Context: an optimization exercise on an open-source flow, tuned for small area, a short achievable clock period and few clock cycles per item. The choices shown serve that exercise and are no tape-out recipe.
In this exercise RTL edits were held to simulation tests only and were not proved equivalent to the original.
Power is estimated from default activity; no workload was simulated.

==> flow/design.v (excerpt) <==
module md5(
    input clk,
    input reset,
    input [0:8*8-1] input_num,
    input input_valid,
    output [0:128-1] output_hash,
    output output_valid
);
localparam [31:0] H0 = 32'h67452301;
localparam [31:0] H1 = 32'hefcdab89;
localparam [31:0] H2 = 32'h98badcfe;
localparam [31:0] H3 = 32'h10325476;
reg idle;        
reg prep;        
reg rnd;         
reg fin;         
reg done;        
reg [6:0] i;     
reg [31:0] b, c, d, x;
reg [31:0] w0, w1;   
wire [31:0] in_w0 = {input_num[24:31], input_num[16:23], input_num[8:15], input_num[0:7]};
wire [31:0] in_w1 = {input_num[56:63], input_num[48:55], input_num[40:47], input_num[32:39]};
wire last_rnd = i[5:0] == 6'd63;
wire last_fin = i[1:0] == 2'd2;
wire idle_n = reset || (idle && !input_valid);
wire prep_n = !reset && idle && input_valid;
wire rnd_n = !reset && (prep || (rnd && !last_rnd));
wire fin_n = !reset && ((rnd && last_rnd) || (fin && !last_fin));
wire done_n = !reset && (done || (fin && last_fin));
always @(posedge clk) begin
    idle <= idle_n;
    prep <= prep_n;
    rnd <= rnd_n;
    fin <= fin_n;
    done <= done_n;
end
wire step = rnd || fin;
wire [6:0] i_next = idle ? 7'd127 : i + 7'd1;
always @(posedge clk)
    i <= i_next;
reg [3:0] fs, rc, rf;
reg [3:0] fs_n, rc_n, rf_n;
always @(*) begin
    fs_n = 4'd0;
    rc_n = 4'd0;
    rf_n = 4'd0;
    if (rnd_n) begin
        fs_n[i_next[5:4]] = 1'b1;
        rc_n[i_next[1:0]] = 1'b1;
        case ({i_next[5:4], i_next[1:0]})
            4'd0, 4'd1, 4'd2: rf_n[3] = 1'b1;
            4'd3: rf_n[2] = 1'b1;
            4'd4: rf_n[1] = 1'b1;
            4'd5, 4'd6, 4'd7: rf_n[0] = 1'b1;
            4'd8: rf_n[0] = 1'b1;
            4'd9, 4'd10: rf_n[2] = 1'b1;
            4'd11: rf_n[3] = 1'b1;
            4'd12: rf_n[2] = 1'b1;
            default: rf_n[1] = 1'b1;
        endcase
    end else if (fin_n) begin
        rc_n[0] = 1'b1;
        rf_n[0] = 1'b1;
    end
end
always @(posedge clk) begin
    fs <= fs_n;
    rc <= rc_n;
    rf <= rf_n;
end
reg [31:0] knext;
reg sel_w0, sel_w1;
always @(posedge clk) begin
    case (i_next)
        7'd0: knext <= 32'he8c7b756;
        7'd1: knext <= 32'h2420715b;
        7'd2: knext <= 32'hc1bdceee;
        7'd3: knext <= 32'hf57c0faf;
        7'd4: knext <= 32'h4787c62a;
  ...
Size in the first run: about 3,200 cells after synthesis, about 250 flip-flops, roughly 200 I/O pins, ~21,000 um^2 of cells after synthesis.
export LEC_CHECK = 0
export ABC_AREA = 1
export CAP_MARGIN = 20
export CORE_MARGIN = 2
export CORE_UTILIZATION = 40
export PLACE_DENSITY = 0.6
export SETUP_SLACK_MARGIN = 4.75
export SLEW_MARGIN = 20
create_clock -name core_clock -period 10.0 [get_ports {clk}]
standard.sh (not shown) runs the stock make flow with config.mk's settings and CLKGATE_MAP_FILE= SYNTH_SCRIPT=/design/flow/synth_recipe.tcl, a recipe that flattens the netlist after the stock synthesis.
==> flow/flow/run.sh <==
#!/bin/bash
set -euo pipefail
export BUFFER_PORTS_ARGS="-buffer_cell sky130_fd_sc_hd__buf_1"
bash standard.sh > standard.log 2>&1
Testbench counts at the start, summed over its fixed seeds: cycles 27,256, hashes 384.
Then changed:
Settings changed: SETUP_SLACK_MARGIN 4.75 to 5.
=> Sequential share of layout area went down by 0.71 points; register-to-register slack gets better by 220 ps; die area stays the same.

========
The RTL this note starts from:
==> flow/design.v <==
module md5(
    input clk,
    input reset,
    input [0:8*8-1] input_num,
    input input_valid,
    output [0:128-1] output_hash,
    output output_valid
);
localparam [31:0] H0 = 32'h67452301;
localparam [31:0] H1 = 32'hefcdab89;
localparam [31:0] H2 = 32'h98badcfe;
localparam [31:0] H3 = 32'h10325476;
reg idle;        
reg rnd;         
reg fin;         
reg done;        
reg [6:0] i;     
reg [31:0] b, c, d, x;
reg [31:0] w0, w1;   
wire [31:0] in_w0 = {input_num[24:31], input_num[16:23], input_num[8:15], input_num[0:7]};
wire [31:0] in_w1 = {input_num[56:63], input_num[48:55], input_num[40:47], input_num[32:39]};
wire last_rnd = i[5:0] == 6'd63;
wire last_fin = i[1:0] == 2'd2;
wire idle_n = reset || (idle && !input_valid);
wire rnd_n = !reset && ((idle && input_valid) || (rnd && !last_rnd));
wire fin_n = !reset && ((rnd && last_rnd) || (fin && !last_fin));
wire done_n = !reset && (done || (fin && last_fin));
always @(posedge clk) begin
    idle <= idle_n;
    rnd <= rnd_n;
    fin <= fin_n;
    done <= done_n;
end
wire step = rnd || fin;
wire [6:0] i_next = idle ? 7'd0 : i + 7'd1;
always @(posedge clk)
    i <= i_next;
reg [3:0] fs, rc, rf;
reg [3:0] fs_n, rc_n, rf_n;
always @(*) begin
    fs_n = 4'd0;
    rc_n = 4'd0;
    rf_n = 4'd0;
    if (rnd_n) begin
        fs_n[i_next[5:4]] = 1'b1;
        rc_n[i_next[1:0]] = 1'b1;
        case ({i_next[5:4], i_next[1:0]})
            4'd0, 4'd1, 4'd2: rf_n[3] = 1'b1;
            4'd3: rf_n[2] = 1'b1;
            4'd4: rf_n[1] = 1'b1;
            4'd5, 4'd6, 4'd7: rf_n[0] = 1'b1;
            4'd8: rf_n[0] = 1'b1;
            4'd9, 4'd10: rf_n[2] = 1'b1;
            4'd11: rf_n[3] = 1'b1;
            4'd12: rf_n[2] = 1'b1;
            default: rf_n[1] = 1'b1;
        endcase
    end else if (fin_n) begin
        rc_n[0] = 1'b1;
        rf_n[0] = 1'b1;
    end
end
always @(posedge clk) begin
    fs <= fs_n;
    rc <= rc_n;
    rf <= rf_n;
end
reg [31:0] knext;
reg sel_w0, sel_w1;
always @(posedge clk) begin
    case (i_next)
        7'd0: knext <= 32'he8c7b756;
        7'd1: knext <= 32'h2420715b;
        7'd2: knext <= 32'hc1bdceee;
        7'd3: knext <= 32'hf57c0faf;
        7'd4: knext <= 32'h4787c62a;
        7'd5: knext <= 32'ha8304613;
        7'd6: knext <= 32'hfd469501;
        7'd7: knext <= 32'h698098d8;
        7'd8: knext <= 32'h8b44f7af;
        7'd9: knext <= 32'hffff5bb1;
        7'd10: knext <= 32'h895cd7be;
        7'd11: knext <= 32'h6b901122;
        7'd12: knext <= 32'hfd987193;
        7'd13: knext <= 32'ha67943ce;
        7'd14: knext <= 32'h49b40821;
        7'd15: knext <= 32'hf61e2562;
        7'd16: knext <= 32'hc040b340;
        7'd17: knext <= 32'h265e5a51;
        7'd18: knext <= 32'he9b6c7aa;
        7'd19: knext <= 32'hd62f105d;
        7'd20: knext <= 32'h02441453;
        7'd21: knext <= 32'hd8a1e681;
        7'd22: knext <= 32'he7d3fbc8;
        7'd23: knext <= 32'h21e1cde6;
        7'd24: knext <= 32'hc3370816;
        7'd25: knext <= 32'hf4d50d87;
        7'd26: knext <= 32'h455a14ed;
        7'd27: knext <= 32'ha9e3e905;
        7'd28: knext <= 32'hfcefa478;
        7'd29: knext <= 32'h676f02d9;
        7'd30: knext <= 32'h8d2a4c8a;
        7'd31: knext <= 32'hfffa3942;
        7'd32: knext <= 32'h8771f681;
        7'd33: knext <= 32'h6d9d6122;
        7'd34: knext <= 32'hfde5384c;
        7'd35: knext <= 32'ha4beea44;
        7'd36: knext <= 32'h4bdecfa9;
        7'd37: knext <= 32'hf6bb4b60;
        7'd38: knext <= 32'hbebfbc70;
        7'd39: knext <= 32'h289b7ec6;
        7'd40: knext <= 32'heaa127fa;
        7'd41: knext <= 32'hd4ef3085;
        7'd42: knext <= 32'h04881d05;
        7'd43: knext <= 32'hd9d4d039;
        7'd44: knext <= 32'he6db99e5;
        7'd45: knext <= 32'h1fa27cf8;
        7'd46: knext <= 32'hc4ac56e5;
        7'd47: knext <= 32'hf4292244;
        7'd48: knext <= 32'h432aff97;
        7'd49: knext <= 32'hab9423e7;
        7'd50: knext <= 32'hfc93a039;
        7'd51: knext <= 32'h655b59c3;
        7'd52: knext <= 32'h8f0ccc92;
        7'd53: knext <= 32'hffeff47d;
        7'd54: knext <= 32'h85845dd1;
        7'd55: knext <= 32'h6fa87e4f;
        7'd56: knext <= 32'hfe2ce6e0;
        7'd57: knext <= 32'ha3014314;
        7'd58: knext <= 32'h4e0811a1;
        7'd59: knext <= 32'hf7537e82;
        7'd60: knext <= 32'hbd3af235;
        7'd61: knext <= 32'h2ad7d33b;
        7'd62: knext <= 32'heb86d391;
        7'd63: knext <= 32'h67452301;
        7'd64: knext <= 32'h10325476;
        7'd65: knext <= 32'h98badcfe;
        7'd66: knext <= 32'hefcdab89;
        default: knext <= 32'h0;
    endcase
    sel_w0 <= i_next == 7'd18 || i_next == 7'd40 || i_next == 7'd47;
    sel_w1 <= i_next == 7'd0 || i_next == 7'd15 || i_next == 7'd35 || i_next == 7'd54;
end
wire [31:0] wnext = ({32{sel_w0}} & w0) | ({32{sel_w1}} & w1);
wire [31:0] x_a = idle ? H0 : d;
wire [31:0] x_k = idle ? 32'hd76aa478 : knext;
wire [31:0] x_m = idle ? in_w0 : wnext;
wire [31:0] x_next = x_a + x_k + x_m;
wire [31:0] f = ({32{fs[0]}} & ((b & c) | (~b & d)))
              | ({32{fs[1]}} & ((d & b) | (~d & c)))
              | ({32{fs[2]}} & (b ^ c ^ d))
              | ({32{fs[3]}} & (c ^ (b | ~d)));
wire [31:0] t = f + x;
wire [31:0] t1 = ({32{rc[0]}} & {t[27:0], t[31:28]})
               | ({32{rc[1]}} & {t[22:0], t[31:23]})
               | ({32{rc[2]}} & {t[17:0], t[31:18]})
               | ({32{rc[3]}} & {t[11:0], t[31:12]});
wire [31:0] t2 = ({32{rf[0]}} & t1)
               | ({32{rf[1]}} & {t1[30:0], t1[31]})
               | ({32{rf[2]}} & {t1[29:0], t1[31:30]})
               | ({32{rf[3]}} & {t1[28:0], t1[31:29]});
wire [31:0] bop = idle ? H1 : fin ? 32'd0 : b;
always @(posedge clk)
    b <= bop + t2;
always @(posedge clk) begin
    if (idle) begin
        c <= H2;
        d <= H3;
        w0 <= in_w0;
        w1 <= in_w1;
    end else if (step) begin
        c <= b;
        d <= c;
    end
end
always @(posedge clk) begin
    if (idle || step)
        x <= x_next;
end
wire [31:0] o0 = {d[3:0], d[31:4]};
wire [31:0] o2 = {b[3:0], b[31:4]};
wire [31:0] o3 = {c[3:0], c[31:4]};
assign output_valid = done;
assign output_hash = {o0[7:0], o0[15:8], o0[23:16], o0[31:24],
                      x[7:0], x[15:8], x[23:16], x[31:24],
                      o2[7:0], o2[15:8], o2[23:16], o2[31:24],
                      o3[7:0], o3[15:8], o3[23:16], o3[31:24]};
endmodule
==> flow/config.mk <==
export PLATFORM = sky130hd
export DESIGN_NAME = md5
export DESIGN_NICKNAME = md5
export VERILOG_FILES = /design/flow/design.v
export SDC_FILE = /design/flow/constraint.sdc
export NUM_CORES = 4
export LEC_CHECK = 0
export ABC_AREA = 1
export CAP_MARGIN = 20
export CORE_MARGIN = 2
export CORE_UTILIZATION = 40
export PLACE_DENSITY = 0.6
export SETUP_SLACK_MARGIN = 4.9
export SLEW_MARGIN = 20
==> flow/constraint.sdc <==
create_clock -name core_clock -period 10.0 [get_ports {clk}]
set_input_delay 2.0000 -clock core_clock [delete_from_list [all_inputs] [get_ports {clk}]]
set_output_delay 2.0000 -clock core_clock [all_outputs]
set_load 0.01 [all_outputs]
Scripts as last shown in full above: flow/flow/run.sh
The first run passed the timing, DRC and antenna checks.
Testbench counts at the start, summed over its fixed seeds: cycles 26,872, hashes 384.
Change:
Settings changed: SETUP_SLACK_MARGIN 4.9 to 4.75.
Outcome: The changed run completed with no timing, DRC or antenna violations. Hold slack improved by 0.010 ns. Synthesized area is unchanged. Design area falls by 1.8%. Clock power falls by about 7%. Sequential share of layout area rises by 0.42 points. Global-route usage falls by 0.21 points. Final cell count falls by 0.37%. Synthesized cell count does not change. Routed wire length falls by 0.71%.
Change:
Settings changed: CTS_CLUSTER_DIAMETER set to 80, CTS_CLUSTER_SIZE set to 25.
=> Synthesized cell count is unchanged; die area is unchanged; core utilization shrinks by 0.46 points; setup slack gets worse by 0.0037 ns; hold slack gets better by 0.013 ns; wire length shrinks by 0.35%; clock power shrinks by about 20%.
Change:
Settings changed: CTS_CLUSTER_DIAMETER 80 to unset, CTS_CLUSTER_SIZE 25 to unset, SETUP_SLACK_MARGIN 4.75 to 4.5.
The new run ran to the end with no violations; synthesized cell count stays the same; worst setup slack loses 0.21 ns; hold slack degrades by 0.013 ns; sequential share of layout area rose by 0.28 points; design area goes down by 1.9%; wire length drops by 0.40%; combinational power is lower by about 6%.

-- what the ideal ports hide --
The results above use ideal ports. As a check the final layouts listed here were re-extracted and re-timed, cells and wires unchanged. Step 1 sets driving cells, clkbuf_16 on the clock port and buf_2 on the other inputs (assumed; they add their load-dependent delay and slew). Step 2 moves the port delays by t, midway between the first and last clock arrival at a register: inputs arrive t later, outputs are due t later. That takes back most of the time a late clock gives input paths. Three values: ideal ports, drivers, drivers and shift; two values: the first two.
run	shift t [ns]	setup slack, ns	hold WS [ns]	worst setup path after step 2	worst slew at a driven data input, ns
the first run of note 1	0.625	5.013 / 5.013 / 5.013	0.521 / 0.521 / 0.521	register to register	0.05
the second run of note 1	0.629	5.234 / 5.234 / 5.234	0.531 / 0.531 / 0.531	register to register	0.05
the first run of note 2	0.655	5.043 / 5.043 / 4.831	0.476 / 0.476 / 0.476	input to register	0.05
the second run of note 2	0.635	4.996 / 4.996 / 4.733	0.486 / 0.486 / 0.486	input to register	0.05
the third run of note 2	0.611	4.992 / 4.992 / 4.805	0.499 / 0.499 / 0.499	input to register	0.05
the fourth run of note 2	0.636	4.786 / 4.786 / 4.763	0.486 / 0.486 / 0.486	input to register	0.05
After both steps every run listed still meets setup and hold. For the second run of note 2, which loses most, drivers alone change the setup slack by 0.000 ns; drivers and shift together by -0.263 ns.
